Source: an optimization exercise on an open RTL-to-GDS flow (aim: small area). Production flows keep margins and buffers that such runs may drop. Only simulation tests tie the RTL to the original design; equivalence was not proved. Power and IR drop assume default switching activity.

==> flow/design.v <==
module IMAGE_PROCESSOR (
	PIXEL_IN,
	CLK,
	VGA_PIXEL_X,
	VGA_PIXEL_Y,
	VGA_VSYNC_NEG,
	RESET,
	RESULT
);
input  [7:0] PIXEL_IN;
input        CLK;
input  [9:0] VGA_PIXEL_X;
input  [9:0] VGA_PIXEL_Y;
input        VGA_VSYNC_NEG;
input        RESET;
output [5:0] RESULT;
function [15:0] inc16;
	input [15:0] q;
	input        inc;
	integer i;
	reg t;
	begin
		t = inc;
		for (i = 0; i < 16; i = i + 1) begin
			inc16[i] = q[i] ^ t;
			t = t & q[i];
		end
	end
endfunction
function [7:0] inc8;
	input [7:0] q;
	input       inc;
	integer i;
	reg t;
	begin
		t = inc;
		for (i = 0; i < 8; i = i + 1) begin
			inc8[i] = q[i] ^ t;
			t = t & q[i];
		end
	end
endfunction
function [16:0] sub16;
	input [15:0] a, b;
	integer i;
	reg c;
	begin
		c = 1'b1;
		for (i = 0; i < 16; i = i + 1) begin
			sub16[i] = a[i] ^ ~b[i] ^ c;
			c = (a[i] & ~b[i]) | (c & (a[i] | ~b[i]));
		end
		sub16[16] = c;
	end
endfunction
function gt8;
	input [7:0] a, b;
	integer i;
	reg g;
	begin
		g = 1'b0;
		for (i = 0; i < 8; i = i + 1)
			g = (a[i] & ~b[i]) | (~(a[i] ^ b[i]) & g);
		gt8 = g;
	end
endfunction
wire [2:0] r = PIXEL_IN[7:5];
wire [1:0] b = PIXEL_IN[1:0];
wire blue = b[1] & ((r == 3'd0) | (r == 3'd7) | ((r == 3'd1) & b[0]));
wire red  = (r > 3'd1) && (r > {1'b0, b} + 3'd1);
wire y0 = (VGA_PIXEL_Y == 10'd42);
wire y1 = (VGA_PIXEL_Y == 10'd72);
wire y2 = (VGA_PIXEL_Y == 10'd102);
wire v = VGA_VSYNC_NEG;
reg  last;
wire frame_end = !v && last;
wire restart = v && !last;
reg [15:0] cB, cR, cN;
reg [7:0]  BL0, BL1, BL2, RL0, RL1, RL2;
reg [2:0]  color;
wire       nb0 = v & (blue ^ red);
wire       nb1 = v & !blue & !red;
wire [15:0] cN_inc;
assign cN_inc[0] = cN[0] ^ nb0;
wire        cN_c1 = (cN[0] & nb0) | nb1;
assign cN_inc[15:1] = inc16({1'b0, cN[15:1]}, cN_c1);
wire clr_c = RESET || frame_end;
wire clr_l = RESET || restart;
function [7:0] line_next;
	input [7:0] q;
	input       inc;
	begin
		line_next = clr_l ? {7'd0, inc & restart} : inc8(q, inc);
	end
endfunction
always @(posedge CLK) begin
	cB <= clr_c ? 16'd0 : inc16(cB, v & blue);
	cR <= clr_c ? 16'd0 : inc16(cR, v & red);
	cN <= clr_c ? 16'd0 : cN_inc;
	BL0 <= line_next(BL0, v & blue & y0);
	BL1 <= line_next(BL1, v & blue & y1);
	BL2 <= line_next(BL2, v & blue & y2);
	RL0 <= line_next(RL0, v & red & y0);
	RL1 <= line_next(RL1, v & red & y1);
	RL2 <= line_next(RL2, v & red & y2);
end
always @(posedge CLK) begin
	if (RESET)
		last <= 1'b0;
	else
		last <= v;
end
localparam [15:0] M1 = 16'hFFFF;
wire [16:0] sRB = sub16(cR, cB);    
wire [16:0] sRN = sub16(cR, cN);    
wire [16:0] sBN = sub16(cB, cN);    
wire [15:0] dRB = sRB[15:0], dRN = sRN[15:0], dBN = sBN[15:0];
wire geRB = sRB[16], geRN = sRN[16], geBN = sBN[16];
wire zRB = (dRB == 16'd0), zRN = (dRN == 16'd0), zBN = (dBN == 16'd0);
wire w1 = (cB >= 16'd61536);
wire k1 = (dRB > 16'd4000);
wire c_rb = w1 ? (geRB | k1) : (geRB & k1);
wire c_rn = geRN & !zRN;
wire c_r = (cR > 16'd4000);
wire w4 = (cR >= 16'd1000);
wire k4 = !zRB && (dRB < 16'd1000);
wire ge4 = !geRB | zRB;
wire c_br = w4 ? (ge4 | k4) : (ge4 & k4);
wire w5 = (cN >= 16'd1000);
wire k5 = (dBN > 16'd64536);
wire c_bn = w5 ? (geBN | k5) : (geBN & k5);
wire w6 = (cB >= 16'd65436);
wire k6 = !zBN && (dBN < 16'd65436);
wire ge6 = !geBN | zBN;
wire c_nb = w6 ? (ge6 | k6) : (ge6 & k6);
wire w7 = (cR >= 16'd65436);
wire k7 = !zRN && (dRN < 16'd65436);
wire ge7 = !geRN | zRN;
wire c_nr = w7 ? (ge7 | k7) : (ge7 & k7);
wire is_red  = c_rb && c_rn && c_r;
wire is_blue = c_br && c_bn;
wire is_null = c_nb && c_nr;
always @(posedge CLK) begin
	if (RESET)
		color <= 3'd0;
	else if (frame_end) begin
		if (is_red)
			color <= 3'b001;
		else if (is_blue)
			color <= 3'b010;
		else if (is_null)
			color <= 3'b100;
	end
end
function [2:0] shape_of;
	input [7:0] l0, l1, l2;
	begin
		if (gt8(l1, l0) && gt8(l1, l2))
			shape_of = 3'b001;
		else if (gt8(l1, l0) && gt8(l2, l1))
			shape_of = 3'b100;
		else
			shape_of = 3'b010;
	end
endfunction
wire b_ok = (BL0 > 8'd12) && (BL1 > 8'd22) && (BL2 > 8'd22);
wire r_ok = (RL0 > 8'd12) && (RL1 > 8'd22) && (RL2 > 8'd22);
wire [2:0] shape = b_ok ? shape_of(BL0, BL1, BL2) :
                   r_ok ? shape_of(RL0, RL1, RL2) : 3'b000;
assign RESULT = {color, shape};
endmodule
==> flow/config.mk <==
export PLATFORM = sky130hd
export DESIGN_NAME = IMAGE_PROCESSOR
export DESIGN_NICKNAME = IMAGE_PROCESSOR
export VERILOG_FILES = /design/flow/design.v
export SDC_FILE = /design/flow/constraint.sdc
export NUM_CORES = 4
export LEC_CHECK = 0
export CAP_MARGIN = 20
export CORE_MARGIN = 2
export CORE_UTILIZATION = 40
export SLEW_MARGIN = 20
==> flow/constraint.sdc <==
create_clock -name core_clock -period 7.5 [get_ports {CLK}]
set_input_delay 1.5000 -clock core_clock [delete_from_list [all_inputs] [get_ports {CLK}]]
set_output_delay 1.5000 -clock core_clock [all_outputs]
set_load 0.01 [all_outputs]
run.sh (not shown) runs the stock make flow with config.mk's settings and CLKGATE_MAP_FILE= SYNTH_SCRIPT=/design/flow/synth_recipe.tcl, a recipe that flattens the netlist after the stock synthesis.
The starting point produced a clean layout.
Change:
--- a/flow/design.v
+++ b/flow/design.v
@@ -61,6 +61,31 @@
 		g = 1'b0;
 		for (i = 0; i < 8; i = i + 1)
-			g = (a[i] & ~b[i]) | (~(a[i] ^ b[i]) & g);
+			g = (a[i] & ~b[i]) | (g & (a[i] | ~b[i]));
 		gt8 = g;
+	end
+endfunction
+function cmp16k;
+	input [15:0] x;
+	input [15:0] k;
+	input        ge;
+	integer i;
+	reg g;
+	begin
+		g = ge;
+		for (i = 0; i < 16; i = i + 1)
+			g = k[i] ? (x[i] & g) : (x[i] | g);
+		cmp16k = g;
+	end
+endfunction
+function cmp8k;
+	input [7:0] x;
+	input [7:0] k;
+	integer i;
+	reg g;
+	begin
+		g = 1'b0;
+		for (i = 0; i < 8; i = i + 1)
+			g = k[i] ? (x[i] & g) : (x[i] | g);
+		cmp8k = g;
 	end
 endfunction
@@ -68,5 +93,5 @@
 wire [1:0] b = PIXEL_IN[1:0];
 wire blue = b[1] & ((r == 3'd0) | (r == 3'd7) | ((r == 3'd1) & b[0]));
-wire red  = (r > 3'd1) && (r > {1'b0, b} + 3'd1);
+wire red  = r[2] ? (r[1] | r[0] | !(b[1] & b[0])) : (r[1] & !b[1] & (r[0] | !b[0]));
 wire y0 = (VGA_PIXEL_Y == 10'd42);
 wire y1 = (VGA_PIXEL_Y == 10'd72);
@@ -117,23 +142,23 @@
 wire [15:0] dRB = sRB[15:0], dRN = sRN[15:0], dBN = sBN[15:0];
 wire geRB = sRB[16], geRN = sRN[16], geBN = sBN[16];
-wire zRB = (dRB == 16'd0), zRN = (dRN == 16'd0), zBN = (dBN == 16'd0);
-wire w1 = (cB >= 16'd61536);
-wire k1 = (dRB > 16'd4000);
+wire zRB = ~|dRB, zRN = ~|dRN, zBN = ~|dBN;
+wire w1 = cmp16k(cB, 16'd61536, 1'b1);
+wire k1 = cmp16k(dRB, 16'd4000, 1'b0);
 wire c_rb = w1 ? (geRB | k1) : (geRB & k1);
 wire c_rn = geRN & !zRN;
-wire c_r = (cR > 16'd4000);
-wire w4 = (cR >= 16'd1000);
-wire k4 = !zRB && (dRB < 16'd1000);
+wire c_r = cmp16k(cR, 16'd4000, 1'b0);
+wire w4 = cmp16k(cR, 16'd1000, 1'b1);
+wire k4 = !zRB && !cmp16k(dRB, 16'd1000, 1'b1);
 wire ge4 = !geRB | zRB;
 wire c_br = w4 ? (ge4 | k4) : (ge4 & k4);
-wire w5 = (cN >= 16'd1000);
-wire k5 = (dBN > 16'd64536);
+wire w5 = cmp16k(cN, 16'd1000, 1'b1);
+wire k5 = cmp16k(dBN, 16'd64536, 1'b0);
 wire c_bn = w5 ? (geBN | k5) : (geBN & k5);
-wire w6 = (cB >= 16'd65436);
-wire k6 = !zBN && (dBN < 16'd65436);
+wire w6 = cmp16k(cB, 16'd65436, 1'b1);
+wire k6 = !zBN && !cmp16k(dBN, 16'd65436, 1'b1);
 wire ge6 = !geBN | zBN;
 wire c_nb = w6 ? (ge6 | k6) : (ge6 & k6);
-wire w7 = (cR >= 16'd65436);
-wire k7 = !zRN && (dRN < 16'd65436);
+wire w7 = cmp16k(cR, 16'd65436, 1'b1);
+wire k7 = !zRN && !cmp16k(dRN, 16'd65436, 1'b1);
 wire ge7 = !geRN | zRN;
 wire c_nr = w7 ? (ge7 | k7) : (ge7 & k7);
@@ -164,6 +189,6 @@
 	end
 endfunction
-wire b_ok = (BL0 > 8'd12) && (BL1 > 8'd22) && (BL2 > 8'd22);
-wire r_ok = (RL0 > 8'd12) && (RL1 > 8'd22) && (RL2 > 8'd22);
+wire b_ok = cmp8k(BL0, 8'd12) && cmp8k(BL1, 8'd22) && cmp8k(BL2, 8'd22);
+wire r_ok = cmp8k(RL0, 8'd12) && cmp8k(RL1, 8'd22) && cmp8k(RL2, 8'd22);
 wire [2:0] shape = b_ok ? shape_of(BL0, BL1, BL2) :
                    r_ok ? shape_of(RL0, RL1, RL2) : 3'b000;
What happened:
- setup slack gets better by 120 ps
- register-to-register slack gets better by 120 ps
- global-route usage decreases by 0.91 points
- wire length decreases by 8.2%
- clock skew stays flat
- design area decreases by 5.9%
- core utilization decreases by 0.36 points
- power decreases by 5.2%
- hold slack gets better by 37 ps

## afterwards: timing with drivers on the ports
The results above use ideal ports. As a check the final layouts listed here were re-extracted and re-timed, cells and wires unchanged. Step 1 assumes that a clkbuf_16 drives the clock port and a buf_2 every other input. Step 2 times the ports against the registers' clock, not the clock port: input delays grow and output delays shrink by t, the midpoint of the rising clock arrivals with the driver on. Slacks: ideal ports / drivers / drivers and shift; pairs: ideal ports / drivers.
run	t, ns	setup WS [ns]	latest minus earliest clock arrival (ns)	worst data-port slew with drivers (ns)
the first run	0.393	0.250 / 0.250 / 0.250	0.009 / 0.009	0.03
the second run	0.389	0.366 / 0.366 / 0.366	0.007 / 0.007	0.04
After both steps every run listed still meets setup and hold.
